Background: an optimization exercise with open tools, aiming at small area. Do not read the settings as production practice. No functional check of the RTL was part of any run shown here. Power is estimated from default activity; no workload was simulated.

<file path="flow/constraint.sdc">
create_clock -name core_clock -period 7.0 [get_ports {clk}]
set_input_delay 1.4000 -clock core_clock [delete_from_list [all_inputs] [get_ports {clk}]]
set_output_delay 1.4000 -clock core_clock [all_outputs]
set_load 0.01 [all_outputs]
</file>
<file path="flow/standard.sh">
#!/bin/bash
# synth_recipe.tcl (not shown) runs the flow's synth.tcl, then flattens the netlist and writes it again
# the make line also repeats each setting of config.mk as NAME=value (left out here)
make -C /OpenROAD-flow-scripts/flow DESIGN_CONFIG=/design/flow/config.mk WORK_HOME=/design/flow/orfs CLKGATE_MAP_FILE= SYNTH_SCRIPT=/design/flow/synth_recipe.tcl "${@:-finish}"
</file>
<file path="flow/design.v">
module microcontroller #(parameter M = 3,
                         parameter N = 16)
                        (input  [15:0]  din,
                         input          clk, rst,
                         output         rw,
                         output [N-1:0] addr,
                         output [N-1:0] dout);
    localparam EX = 3'd0, A2 = 3'd1, A3 = 3'd2, L2 = 3'd3,
               S2 = 3'd4, S3 = 3'd5, CLR = 3'd6;
    reg [2:0]   ph;              
    reg [2:0]   st;              
    reg [111:0] rf;              
    reg [15:0]  r7, t, mar;
    reg [2:0]   rsave;           
    reg         fz, fn, fo;      
    reg         nz;              
    reg         cf;              
    wire [3:0] op = din[15:12];
    wire [2:0] rd = din[11:9];
    wire [2:0] ra = din[8:6];
    wire [2:0] rb = din[5:3];
    wire ex    = (st == EX);
    wire isbin = ~op[3] & (op[2:0] <= 3'd4);
    wire ismn  = (op == 4'd5) | (op == 4'd6);
    wire isnop = (op == 4'd7) | (op == 4'd11);
    wire isldi = (op == 4'd10);
    wire isbr  = (op[3:2] == 2'b11);
    wire isld  = (op == 4'd8);
    wire isst  = (op == 4'd9);
    wire last  = (ph == 3'd7);
    wire taken = (op[1:0] == 2'b11) | (op[1:0] == 2'b00 & fz) |
                 (op[1:0] == 2'b01 & fn) | (op[1:0] == 2'b10 & fo);
    localparam Y_ZERO = 3'd0, Y_ONE = 3'd1, Y_T = 3'd2, Y_NT = 3'd3,
               Y_OFF = 3'd4, Y_ONES = 3'd5;
    localparam F_ADD = 2'd0, F_AND = 2'd1, F_OR = 2'd2, F_XOR = 2'd3;
    reg [2:0] xsel;      
    reg       xt;        
    reg [2:0] ysel;
    reg [1:0] fn_sel;
    reg       cin0;      
    reg       we7;       
    reg       wen;       
    reg [2:0] dst;
    reg       wdin;      
    reg [1:0] tmode;     
    reg       fset, fzero, osel;
    reg [2:0] nst;
    always @(*) begin
        xsel = 3'd7; xt = 1'b0; ysel = Y_ZERO; fn_sel = F_ADD; cin0 = 1'b0;
        we7 = 1'b0; wen = 1'b0; dst = rd; wdin = 1'b0; tmode = 2'd0;
        fset = 1'b0; fzero = 1'b0; osel = 1'b0; nst = EX;
        case (st)
        EX: begin
            if (isbin) begin
                xsel = rb; tmode = 2'd1; nst = A2;
            end else if (ismn) begin
                xsel = ra; ysel = op[0] ? Y_ONES : Y_ZERO; fn_sel = F_XOR;
                wen = 1'b1; fset = 1'b1; nst = A3;
            end else if (isld | isst) begin
                xsel = ra; we7 = 1'b1; tmode = 2'd2; fset = isld;
                nst = isld ? L2 : S2;
            end else if (isbr) begin
                ysel = taken ? Y_OFF : Y_ONE; we7 = 1'b1;
                fset = taken; osel = 1'b1;
            end else begin           
                ysel = Y_ONE; we7 = 1'b1; fset = 1'b1;
                fzero = isnop; wen = isldi; wdin = isldi;
            end
        end
        A2: begin
            xsel = ra; wen = 1'b1; fset = 1'b1; nst = A3;
            case (op[2:0])
            3'd0: begin ysel = Y_T; osel = 1'b1; end
            3'd1: begin ysel = Y_NT; cin0 = 1'b1; osel = 1'b1; end
            3'd2: begin ysel = Y_T; fn_sel = F_AND; end
            3'd3: begin ysel = Y_T; fn_sel = F_OR; end
            default: begin ysel = Y_T; fn_sel = F_XOR; end
            endcase
        end
        A3: begin
            ysel = Y_ONE; we7 = 1'b1;
        end
        L2: begin
            xt = 1'b1; ysel = Y_ONE; we7 = 1'b1;
            wen = 1'b1; dst = rsave; wdin = 1'b1;
        end
        S2: begin
            xsel = rsave; xt = (rsave == 3'd7); we7 = 1'b1; fset = 1'b1;
            nst = S3;
        end
        S3: begin
            xt = 1'b1; ysel = Y_ONE; we7 = 1'b1;
        end
        default: begin               
            fn_sel = F_AND; we7 = 1'b1;
        end
        endcase
    end
    reg [1:0] xv;
    always @(*) begin
        case (xsel)
        3'd0: xv = rf[1:0];
        3'd1: xv = rf[17:16];
        3'd2: xv = rf[33:32];
        3'd3: xv = rf[49:48];
        3'd4: xv = rf[65:64];
        3'd5: xv = rf[81:80];
        3'd6: xv = rf[97:96];
        default: xv = r7[1:0];
        endcase
        if (xt) xv = t[1:0];
    end
    wire [1:0] draw = din[{ph, 1'b0} +: 2];
    wire       sxl  = ex & isldi & ph[2];
    wire       sxb  = ex & isbr & (ph[2:1] == 2'b11);
    wire [1:0] dv   = sxl ? {2{din[8]}} : sxb ? {2{din[11]}} : draw;
    reg [1:0] yv;
    always @(*) begin
        case (ysel)
        Y_ONE:  yv = {1'b0, (ph == 3'd0)};
        Y_T:    yv = t[1:0];
        Y_NT:   yv = ~t[1:0];
        Y_OFF:  yv = dv;
        Y_ONES: yv = 2'b11;
        default: yv = 2'b00;
        endcase
    end
    wire       c0 = (ph == 3'd0) ? cin0 : cf;
    wire       s0 = xv[0] ^ yv[0] ^ c0;
    wire       c1 = (xv[0] & yv[0]) | (xv[0] & c0) | (yv[0] & c0);
    wire       s1 = xv[1] ^ yv[1] ^ c1;
    wire       c2 = (xv[1] & yv[1]) | (xv[1] & c1) | (yv[1] & c1);
    wire       ovf = c1 ^ c2;
    reg [1:0] res;
    always @(*) begin
        case (fn_sel)
        F_AND: res = xv & yv;
        F_OR:  res = xv | yv;
        F_XOR: res = xv ^ yv;
        default: res = {s1, s0};
        endcase
    end
    wire [1:0] wd   = wdin ? dv : res;
    wire [1:0] fd   = fzero ? 2'b00 : wd;
    wire       clr  = (st == CLR);
    wire [1:0] r7in = we7 ? res : r7[1:0];
    wire [15:0] r7d = {r7in, r7[15:2]};
    wire       mar_ld = last & (st != S2);
    assign addr = mar_ld ? r7d : mar;
    assign dout = r7d;
    assign rw   = (st == S2) & last;
    integer k;
    always @(posedge clk) begin
        for (k = 0; k < 7; k = k + 1)
            rf[16*k +: 16] <= {(clr | (wen & (dst == k))) ? wd : rf[16*k +: 2],
                               rf[16*k+2 +: 14]};
        r7 <= r7d;
        t  <= {(tmode == 2'd1) ? res : (tmode == 2'd2) ? r7[1:0] : t[1:0], t[15:2]};
        mar <= addr;
        cf <= c2;
        nz <= ((ph != 3'd0) & nz) | (|fd);
        if (ex) rsave <= din[12] ? rb : rd;
        if (rst) begin
            ph <= 3'd0;
            st <= CLR;
            fz <= 1'b0; fn <= 1'b0; fo <= 1'b0;
        end else begin
            ph <= ph + 3'd1;
            if (last) begin
                st <= nst;
                if (fset) begin
                    fz <= ~(nz | (|fd));
                    fn <= fd[1];
                    fo <= osel & ovf;
                end
            end
        end
    end
endmodule
</file>
<file path="flow/config.mk">
export PLATFORM = sky130hd
export DESIGN_NAME = microcontroller
export DESIGN_NICKNAME = microcontroller
export VERILOG_FILES = /design/flow/design.v
export SDC_FILE = /design/flow/constraint.sdc
export NUM_CORES = 4
export LEC_CHECK = 0
export ABC_AREA = 1
export CAP_MARGIN = 0
export CORE_MARGIN = 2
export CORE_UTILIZATION = 40
export SLEW_MARGIN = 0
</file>
<file path="flow/flow/abc_area.script">
strash
dch -f
amap
topo
</file>
<file path="flow/flow/run.sh">
#!/bin/bash
# Standard ORFS layout, except:
#  - synthesis maps with an area-only ABC script (flow/abc_area.script),
#    through a copy of ORFS's scripts folder; everything else in synthesis
#    is the standard synthesis (synth_recipe.tcl),
#  - ports are buffered with buf_1,
#  - the clock tree uses clkbuf_8 and no dummy loads.
# Each make run's output goes to its own log file here.
set -euo pipefail
rm -rf scr
cp -r "$FLOW_HOME/scripts" scr
cp flow/abc_area.script scr/abc_area.script
bash standard.sh synth "SCRIPTS_DIR=$PWD/scr" > synth_make.log 2>&1
bash standard.sh finish \
  "BUFFER_PORTS_ARGS=-buffer_cell sky130_fd_sc_hd__buf_1" \
  "CTS_ARGS=-sink_clustering_enable -repair_clock_nets -dont_use_dummy_load -buf_list sky130_fd_sc_hd__clkbuf_8" \
  > flow_make.log 2>&1
</file>
==> impl_metrics.json, run 1 <==
{
  "setup_tns_ns": 0,
  "synth-edff-count": 3,
  "peakVddDrop_mv": 0.1887,
  "grt_pass1_vias": 3455,
  "tightest_slew_ns": 1.153,
  "start_util_pct": 41.18,
  "worstPathRequired_ns": 5.60,
  "slowest_delay_ns": 0.52,
  "power_leakage_nw": 2.357,
  "max_freq_ghz": 0.1483,
  "clock_latency_ns": 0.46,
  "ant_nets": 0,
  "ys_ff_latch": 174,
  "htreeDepth": 4,
  "fin_crit_sh_pct": 96.36,
  "p_per_area_nw_per_um2": 273.9,
  "synth_nets": 502,
  "cts_hold_buffers": 0,
  "nets": 586,
  "async_flop_share_pct": 0,
  "drtIter0Drc": 199,
  "clk_path_buf_depth": 2,
  "core_area_um2": 12670,
  "vias_per_cell": 4.934,
  "clockRootBuffer": "clkbuf_8",
  "hold_viol": 0,
  "io_buffers": 50,
  "cp_top_family": "simple AND/OR/NAND/NOR gates",
  "grt_usage_pct": 15.52,
  "clock_skew_ns": 0.03038,
  "clk_pin_slew_ns": 0.08,
  "period_needed_ns": 6.745,
  "fp.dieH_um": 118.2,
  "yosys.cell_types.count": 36,
  "post-synth-top-count-cell": "dfxtp_1",
  "wl_um": 10530,
  "report.final.slew_viol_count": 0,
  "synth_area_leaders": "dfxtp_1 66%, nor2_1 4.0%, clkinv_1 3.8%, o22ai_1 2.9%, o22a_1 2.9%",
  "cp.arrival_ns": 5.34,
  "drt_pass1_iterations": 5,
  "die_w_um": 118.2,
  "synth_area_um2": 5218,
  "ys_seq_area_share_pct": 67.34,
  "synthCells": 475,
  "hp-class": "reg2reg",
  "ios": 51,
  "antenna_found_initial": 0,
  "drc": 0,
  "slowest_stage": "or4_1",
  "status": "complete, no violations",
  "setup.worst_path.start_class": "input pin",
  "netlist.area_leader.share_pct": 65.61,
  "crit_path_cell_trace": "buf_1 > clkinv_1 > nor2_2 > clkinv_1 > nor3_2 > nor2_1 > buf_4 > or3_1 > a221oi_2 > buf_4 > buf_4 > or3_1 > nor2b_1 > or4_1 > a21oi_2 > o22ai_2 > ha_1 > and3_1 > o32a_1 > o22ai_2 > clkinv_1 > buf_1",
  "antenna_cells": 0,
  "max_slew_margin_pct": 22.86,
  "r2r_cells": 22,
  "yosysWarnings": 1,
  "place_hpwl_um": 7654,
  "area_growth_syn_to_layout_pct": 16.28,
  "setup_viol": 0,
  "worstSetupEndpointType": "output port",
  "post_drt_wl_per_cell_um": 14.45,
  "dieArea_um2": 13970,
  "grt-ovfl-total": 0,
  "drive_gt1_share_pct": 11.49,
  "path_depth": 22,
  "cts_buffers": 17,
  "drv_cap": 0,
  "synth_top_cell_by_area": "dfxtp_1",
  "cp_max_fo": 6,
  "grt_pass1_wl_um": 16740,
  "cts_tree": "yes",
  "critical_path_class": "in2out",
  "path_buf_inv": 8,
  "rsz0062_at_grt": "no",
  "synth_area_per_cell_um2": 10.98,
  "grt_max_degree": 21,
  "yosys-top-cells-count": "171 x dfxtp_1, 55 x nor2_1, 53 x clkinv_1, 24 x o22ai_1, 21 x a21oi_1",
  "holdPathStages": 0,
  "rows": 41,
  "synth-main-ff-cell": "dfxtp_1",
  "design_area_um2": 6067,
  "gp_congestion": 1.007,
  "place_area_um2": 5697,
  "cts_sinks": 174,
  "vias": 3597
}
-- final cells by class --
class	instances	area, um2
Tap cell	172	215.2
Inverter	53	198.9
Sequential cell	174	3513
Clock buffer	17	234.0
Fill cell	1174	6604
Timing Repair Buffer	79	406.6
Multi-Input combinational cell	234	1499
-- layout by cell type, fill, tap and decap left out, types with 4 or more instances in the layout --
| cell type | n |
|---|---|
| ha_1 | 7 |
| o21ai_0 | 15 |
| o22a_1 | 17 |
| clkbuf_8 | 17 |
| nor3_1 | 9 |
| a221oi_1 | 5 |
| buf_4 | 29 |
| or3_1 | 4 |
| o221ai_1 | 4 |
| clkinv_1 | 52 |
| buf_1 | 49 |
| nor2b_1 | 7 |
| o22ai_2 | 5 |
| nand3_1 | 4 |
| dfxtp_1 | 171 |
| nor2_1 | 54 |
| a21oi_1 | 20 |
| nand2_1 | 20 |
| o22ai_1 | 19 |
-- report_power, final --
group | switching, mW | internal [mW] | total, mW
Sequential | 0.0152 | 1.04 | 1.05
Clock | 0.279 | 0.214 | 0.493
Combinational | 0.0659 | 0.0497 | 0.116
-- worst reg2reg max path: cells and delay by family (launching register included) --
family                   cells  cell delay, ns
AO/OA/AOI/OAI               10            1.73
buffers and inverters        5            0.60
flip-flops                   1            0.43
adder cells (fa/ha/maj)      2            0.81
AND/OR/NAND/NOR              5            1.51
-- per-layer routing --
layer	track usage (%)	part of all wire, %
met1	20.12	47
met2	23.01	44
met3	4.826	5.8
met4	8.509	2.9
met5	0	0
-- state kept, by name (all words and copies together), names as in the netlist --
register  cells
cf            1
fn            1
fo            1
fz            1
mar          16
nz            1
ph            3
r7           16
rf          112
rsave         3
st            3
t            16
-- stage by stage --
step	hold WS (ns)	setup WS (ns)	cells	total power, mW	utilization (%)
final	0.3055	0.2551	729	1.662	47.88
after global routing	0.3181	0.001612	729	1.737	47.88
after CTS	0.3083	0.001124	725	1.681	46.95
after detailed placement	0.3121	-0.2950	707	1.189	44.96
after global placement	0.3096	-0.1130	707	1.184	44.96
after floorplan	0.3096	0.08221	475	1.142	-
-- repair_timing --
action | in CTS | in global routing
pin swaps | 0 | 3
setup endpoints to repair | 4 | 4
resized for setup | 4 | 20
buffers inserted | 1 | 4
-- logic make-up (layout without fill, tap and decap cells) --
kind of cell / after synthesis / count (layout) / share of synthesized area [%]
fa+ha+maj: 9 / 9 / 2.446
buf+inv: 67 / 149 / 5.827
simple gates: 108 / 108 / 8.993
flops: 174 / 174 / 67.34
compound gates: 117 / 117 / 15.40
-- path summary, 6_finish.rpt --
path	startpoint	to	slack, ns
worst max-delay path	din[14]	dout[15]	0.26
worst min-delay path	rf[99]	rf[97]	0.31
worst max register to register	st[2]	fz	1.82
worst min register to register	rf[99]	rf[97]	0.31
==> run 2, diff against run 1 <==
==> flow/flow/run.sh (replaced) <==
#!/bin/bash
set -euo pipefail
bash standard.sh finish \
  "BUFFER_PORTS_ARGS=-buffer_cell sky130_fd_sc_hd__buf_1" \
  "CTS_ARGS=-sink_clustering_enable -repair_clock_nets -dont_use_dummy_load -buf_list sky130_fd_sc_hd__clkbuf_8" \
  > flow_make.log 2>&1
--- a/flow/config.mk
+++ b/flow/config.mk
@@ -6,7 +6,7 @@
 export NUM_CORES = 4
 export LEC_CHECK = 0
 export ABC_AREA = 1
-export CAP_MARGIN = 0
+export CAP_MARGIN = 20
 export CORE_MARGIN = 2
 export CORE_UTILIZATION = 40
-export SLEW_MARGIN = 0
+export SLEW_MARGIN = 20
removed: flow/flow/abc_area.script
==> impl_metrics.json, run 2 <==
{
  "rsz0062_at_grt": "no",
  "max_freq_ghz": 0.1585,
  "antenna_found_initial": 0,
  "drtIter0Drc": 209,
  "synth-main-ff-cell": "dfxtp_1",
  "grt-ovfl-total": 0,
  "antenna_cells": 0,
  "ant_nets": 0,
  "cts_setup_buffers": 0,
  "report.final.slew_viol_count": 0,
  "synth_nets": 653,
  "yosys-top-cells-count": "186 x nand2_1, 171 x dfxtp_1, 61 x inv_1, 39 x nor2_1, 36 x nand3_1",
  "path_buf_inv": 5,
  "cp.arrival_ns": 4.91,
  "vias": 4023,
  "min-delay-start": "rf[45]",
  "grt_pass1_wl_um": 18800,
  "vias_per_cell": 4.716,
  "yosys.cell_types.count": 35,
  "ios": 51,
  "fin_crit_sh_pct": 90.11,
  "grt_usage_pct": 16.78,
  "worstPathRequired_ns": 5.60,
  "ys_ff_latch": 174,
  "setup_viol": 0,
  "cts_sinks": 174,
  "slowest_delay_ns": 0.53,
  "peakVddDrop_mv": 0.1695,
  "layout_common_cells": "186 x nand2_1, 171 x dfxtp_1, 61 x inv_1, 50 x buf_1, 39 x nor2_1",
  "nets": 702,
  "ys_seq_area_share_pct": 62.12,
  "start_util_pct": 40.90,
  "layout_commonest_cell": "nand2_1",
  "clockRootBuffer": "clkbuf_8",
  "fp.dieH_um": 122.9,
  "synth_area_um2": 5655,
  "hp-class": "reg2reg",
  "wl_um": 11540,
  "async_flop_share_pct": 0,
  "period_needed_ns": 6.308,
  "drt_pass1_iterations": 4,
  "synthCells": 626,
  "critical_path_class": "in2out",
  "synth_area_leaders": "dfxtp_1 61%, nand2_1 12%, inv_1 4.0%, nand3_1 3.2%, nor2_1 2.6%",
  "synth-edff-count": 3,
  "die_w_um": 122.9,
  "place_hpwl_um": 8591,
  "status": "complete, no violations",
  "final_core_util_pct": 44.58,
  "cts_hold_buffers": 0,
  "grt_pass1_vias": 3780,
  "worstSetupEndpointType": "output port",
  "clk_pin_slew_ns": 0.10,
  "clock_latency_ns": 0.46,
  "netlist.area_leader.share_pct": 60.53,
  "htreeDepth": 4,
  "cts_tree": "yes",
  "dieArea_um2": 15110,
  "post-synth-top-count-cell": "nand2_1",
  "core_area_um2": 13830,
  "r2r_start": "st[2]",
  "gp_congestion": 0.8900,
  "synth_area_per_cell_um2": 9.034,
  "rr_endpoint": "rf[15]",
  "max_slew_margin_pct": 47.52,
  "whs_endpoint": "rf[43]",
  "area_growth_syn_to_layout_pct": 9.004,
  "grt_max_degree": 20,
  "holdPathStages": 0,
  "drc": 0,
  "ctsResizeCount": 0,
  "synth_top_cell_by_area": "dfxtp_1",
  "cts_buffers": 17,
  "yosysWarnings": 1,
  "setup_tns_ns": 0,
  "drv_cap": 0,
  "largest_register": "rf",
  "slowest_stage": "fa_1",
  "post_drt_wl_per_cell_um": 13.53,
  "setup.worst_path.start_class": "input pin",
  "cp_top_family": "simple AND/OR/NAND/NOR gates",
  "p_per_area_nw_per_um2": 256.4,
  "tightest_slew_ns": 0.7864,
  "hold_viol": 0,
  "drive_gt1_share_pct": 6.092,
  "crit_path_cell_trace": "buf_1 > inv_1 > nand2_1 > nand3_2 > nand2_2 > nand3_1 > nand2_1 > nand2_2 > nand2_1 > inv_1 > nand2_2 > nand2_1 > nor2_1 > nand2_1 > a21oi_2 > fa_1 > inv_1 > fa_1 > nand2_1 > and3_1 > o21ai_2 > nand2_1 > nand2_1 > buf_1",
  "r2r_cells": 21,
  "largest_reg_flops": 112,
  "cp_max_fo": 10,
  "rrSetupSlack_ns": 3.16,
  "rows": 43,
  "power_leakage_nw": 2.775,
  "io_buffers": 50,
  "clk_path_buf_depth": 2,
  "crit_top_cell": "nand2_1",
  "clock_skew_ns": 0.03636
}
## run 2: cell types whose count changed after synthesis, sizes merged, moves of 6 or more
| cell | change |
|---|---|
| nor3 | -10 |
| a21oi | -9 |
| clkinv | -51 |
| a221oi | -6 |
| nand4 | +16 |
| nor2 | -9 |
| o22ai | -21 |
| o21ai | +18 |
| inv | +63 |
| nor2b | -7 |
| nand2 | +172 |
| nand3 | +36 |
| o22a | -17 |
## run 2: routing by layer
metal / vias to the layer above / track usage (%) / part of all wire (%)
li1: 2056 / - / -
met1: 1827 / 22.96 / 49
met2: 116 / 23.62 / 42
met3: 24 / 5.904 / 6.3
met4: 0 / 7.902 / 2.2
met5: - / 0 / 0
## run 2: layout make-up
cell class	instances	area, um2
Fill cell	1353	7662
Sequential cell	174	3513
Multi-Input combinational cell	367	1760
Inverter	65	244.0
Clock buffer	17	234.0
Tap cell	180	225.2
Timing Repair Buffer	50	187.7
## run 2: cell families (layout without fill, tap and decap cells)
group	Yosys count	in the layout	synth area share (%)
flops	174	174	62.12
simple gates	298	298	22.61
xor+xnor	1	1	0.1549
fa+ha+maj	9	9	2.257
buf+inv	85	132	6.748
compound gates	59	59	6.106
## run 2: through the flow
step           hold slack [ns]  total power, mW  cells  area, um2  worst slack [ns]
6_report                0.2966            1.580    853       6165            0.6923
5_1_grt                 0.3101            1.655    853       6165            0.2092
2_1_floorplan           0.3096            1.080    626       5655             1.425
3_5_place_dp            0.3121            1.104    836       5931            0.7301
4_1_cts                 0.2989            1.606    853       6165            0.7221
3_3_place_gp            0.3100            1.103    836       5931            0.7588
## run 2: how the worst max path moves through the flow
stage	start	end	slack, ns	cells past startpoint
2_1_floorplan	din[12]	addr[15]	1.42	23
3_3_place_gp	din[15]	addr[15]	0.76	24
3_5_place_dp	din[12]	addr[15]	0.73	24
4_1_cts	din[12]	addr[15]	0.72	24
5_1_grt	din[12]	addr[15]	0.21	24
6_report	din[12]	addr[15]	0.69	24
## run 2: where the power goes
group	total, mW	switching [mW]	leakage [nW]	internal (mW)
clock	0.499	0.284	0.122	0.214
combinational	0.0674	0.0469	1.25	0.0205
sequential	1.01	0.00731	1.41	1.01
==> run 3, diff against run 2 <==
==> flow/run.sh (new file) <==
#!/bin/bash
# synth_recipe.tcl (not shown) runs the flow's synth.tcl, then flattens the netlist and writes it again
# the make line also repeats each setting of config.mk as NAME=value (left out here)
make -C /OpenROAD-flow-scripts/flow DESIGN_CONFIG=/design/flow/config.mk WORK_HOME=/design/flow/orfs CLKGATE_MAP_FILE= SYNTH_SCRIPT=/design/flow/synth_recipe.tcl finish
--- a/flow/config.mk
+++ b/flow/config.mk
@@ -5,7 +5,6 @@
 export SDC_FILE = /design/flow/constraint.sdc
 export NUM_CORES = 4
 export LEC_CHECK = 0
-export ABC_AREA = 1
 export CAP_MARGIN = 20
 export CORE_MARGIN = 2
 export CORE_UTILIZATION = 40
removed: flow/flow/run.sh
removed: flow/standard.sh
==> impl_metrics.json, run 3 <==
{
  "rsz0062_at_grt": "no",
  "clk_path_buf_depth": 2,
  "core_area_um2": 14370,
  "hold_viol": 0,
  "clockRootBuffer": "clkbuf_16",
  "drive_gt1_share_pct": 22.56,
  "post_drt_wl_per_cell_um": 16.77,
  "dr_wl_met2_um": 5948,
  "path_buf_inv": 5,
  "worstSetupEndpointType": "output port",
  "final_core_util_pct": 50.52,
  "antenna_found_initial": 0,
  "route.met3.wl_um": 628,
  "fin_crit_sh_pct": 96.34,
  "wl_um": 12530,
  "place_hpwl_um": 8735,
  "synth_adder_area_share_pct": 2.195,
  "cp.arrival_ns": 5.34,
  "yosys.cell_types.count": 67,
  "grt_usage_pct": 16.57,
  "grt_pass1_vias": 3730,
  "start_util_pct": 40.46,
  "rrSetupSlack_ns": 2.56,
  "report.final.slew_viol_count": 0,
  "clkPwrFrac_pct": 47.1,
  "clock_latency_ns": 0.42,
  "yosysWarnings": 1,
  "synth_area_per_cell_um2": 11.84,
  "post-synth-top-count-cell": "dfxtp_1",
  "largest_reg_flops": 112,
  "htreeDepth": 4,
  "crit_path_cell_trace": "clkdlybuf4s50_1 > buf_4 > nor4bb_4 > a211oi_4 > o22a_2 > buf_4 > nor4b_1 > o21ai_1 > o31ai_4 > buf_4 > ha_1 > a22o_1 > o21ai_0 > o21ai_2 > o21ai_1 > mux2_2 > clkdlybuf4s50_1",
  "layout_common_cells": "171 x dfxtp_1, 46 x clkdlybuf4s50_1, 35 x mux2_2, 30 x nand2_1",
  "synth_area_leaders": "dfxtp_1 59%, mux2_2 6.8%, a21oi_1 2.5%, buf_4 1.9%, nand2_1 1.9%",
  "ys_seq_area_share_pct": 60.43,
  "area_growth_syn_to_layout_pct": 24.85,
  "ant_nets": 0,
  "synthCells": 491,
  "regArea_um2": 3513,
  "clk_pin_slew_ns": 0.07,
  "rows": 44,
  "grt_max_degree": 23,
  "drt_pass1_iterations": 4,
  "cts_tree": "yes",
  "drtIter0Drc": 197,
  "hp-class": "reg2reg",
  "clock_skew_ns": 0.01470,
  "setup_viol": 0,
  "synth-compound-area-share_pct": 12.89,
  "yosys.area_share.simple_pct": 9.555,
  "async_flop_share_pct": 0,
  "crit_top_cell": "buf_4",
  "synth-main-ff-cell": "dfxtp_1",
  "vias_per_cell": 5.043,
  "top_layer_used": "met4",
  "fp.dieH_um": 124.6,
  "status": "complete, no violations",
  "power_leakage_nw": 2.920,
  "setup.worst_path.start_class": "input pin",
  "cts_sinks": 174,
  "gp_congestion": 0.8846,
  "synth.area.mux_share_pct": 9.382,
  "p_seq_share_pct": 48.6,
  "yosys-top-cells-count": "171 x dfxtp_1, 35 x mux2_2, 30 x nand2_1, 29 x a21oi_1, 24 x nor2_1",
  "synth-edff-count": 3,
  "multi_input_area_um2": 2110,
  "synth_xor_area_share_pct": 0.4519,
  "fin_hold_ws_ns": 0.3203,
  "worstPathRequired_ns": 5.60,
  "dieArea_um2": 15520,
  "cts_buffers": 17,
  "slowest_delay_ns": 0.55,
  "p_int_mw": 1.647,
  "max_slew_margin_pct": 41.96,
  "tightest_slew_ns": 0.8694,
  "netlist.area_leader.share_pct": 58.88,
  "slowest_stage": "clkdlybuf4s50_1",
  "cp_max_fo": 10,
  "grt-ovfl-total": 0,
  "switching_share_pct": 21.42,
  "nets": 577,
  "layout_commonest_cell": "dfxtp_1",
  "antenna_cells": 0,
  "vias": 3767,
  "largest_register": "rf",
  "drv_cap": 0,
  "fill_cells": 1302,
  "max_freq_ghz": 0.1483,
  "ios": 51,
  "p_per_area_nw_per_um2": 288.7,
  "critical_path_class": "in2out",
  "io_buffers": 50,
  "die_w_um": 124.6,
  "p_sw_mw": 0.4491,
  "period_needed_ns": 6.744,
  "synth_top_cell_by_area": "dfxtp_1",
  "ys_ff_latch": 174,
  "drc": 0,
  "design_area_um2": 7259,
  "wirelength_met1_um": 5658,
  "pwr-share-comb_pct": 4.3,
  "synth_nets": 518,
  "synth_top_family_by_area": "compound AO/OA/AOI/OAI gates",
  "cp_top_family": "compound AO/OA/AOI/OAI gates",
  "place_area_um2": 6482,
  "synth_area_um2": 5814,
  "peakVddDrop_mv": 0.1891,
  "grt_pass1_wl_um": 19840,
  "power.total_mw": 2.096
}
## run 3: path summary, 6_finish.rpt
path                               from       end  cells after the start
worst min-delay path              rf[7]     rf[5]                      0
worst max-delay path            din[13]  addr[14]                     17
worst max register to register    st[1]    rf[15]                     14
worst min register to register    rf[7]     rf[5]                      0
## run 3: repair_timing
| action | CTS | global route |
|---|---|---|
| hold buffers | 0 | 0 |
| buffers inserted | 1 | 4 |
| resized for setup | 12 | 11 |
| setup endpoints to repair | 2 | 2 |
| pin swaps | 4 | 6 |
| gates cloned | 0 | 0 |
## run 3: cells by family after synthesis
| family | after synthesis |
|---|---|
| AO/OA/AOI/OAI | 104 |
| XOR/XNOR | 3 |
| flip-flops | 174 |
| AND/OR/NAND/NOR | 106 |
| buffers and inverters | 50 |
| multiplexers | 45 |
| adder cells (fa/ha/maj) | 9 |
## run 3: final cells by class
| class | count | area share (%) |
|---|---|---|
| multi-input cells | 267 | 29.06 |
| flip-flops and latches | 174 | 48.40 |
| clock buffers | 20 | 6.291 |
| inverters | 11 | 0.7411 |
| clock inverters | 12 | 2.413 |
| repair buffers | 79 | 9.928 |
| well taps | 184 | 3.171 |
## run 3: routing by layer
| layer | track usage [%] | vias to the layer above |
|---|---|---|
| met5 | 0 | - |
| met4 | 7.270 | 0 |
| met3 | 4.725 | 24 |
| met2 | 26.58 | 99 |
| met1 | 20.83 | 1800 |
| li1 | - | 1844 |
## run 3: power by group through the flow
stage	logic [mW]	clock network [mW]	registers (mW)
6_report	0.0899	0.986	1.02
4_1_cts	0.0879	1.01	1.02
3_3_place_gp	0.0841	0	1.04
3_5_place_dp	0.0852	0	1.04
5_1_grt	0.0973	1.05	1.02
2_1_floorplan	0.0542	0	1.04
## run 3: through the flow
stage	setup WS (ns)	std cells	setup TNS (ns)
6_report	0.2563	747	0
3_3_place_gp	-0.02291	710	-0.02291
5_1_grt	0.01826	747	0
4_1_cts	0.02281	743	0
3_5_place_dp	-0.2179	710	-0.3017
2_1_floorplan	0.9679	491	0

-- re-timing with driven ports --
No port has a modelled driver above. Below, the same layouts with a new extraction and two added sets of constraints.
Step 1 assumes that a clkbuf_16 drives the clock port and a buf_2 every other input.
Step 2 also shifts input and output timing later by t, the mid clock arrival at the registers, as if the neighbouring blocks saw the same clock.
Slacks: no drivers / after step 1 / after step 2; pairs: no drivers / after step 1.
run | t (ns) | setup WS [ns] | worst hold slack (ns) | worst data-port slew with drivers (ns)
run 1 | 0.473 | 0.255 / 0.227 / 0.227 | 0.305 / 0.305 / 0.305 | 0.04
run 2 | 0.471 | 0.692 / 0.663 / 0.663 | 0.297 / 0.297 / 0.297 | 0.04
run 3 | 0.460 | 0.256 / 0.230 / 0.230 | 0.320 / 0.320 / 0.320 | 0.04
After both steps every run listed still meets setup and hold. For run 2, which loses most, drivers alone change the setup slack by -0.029 ns; drivers and shift together by -0.029 ns.
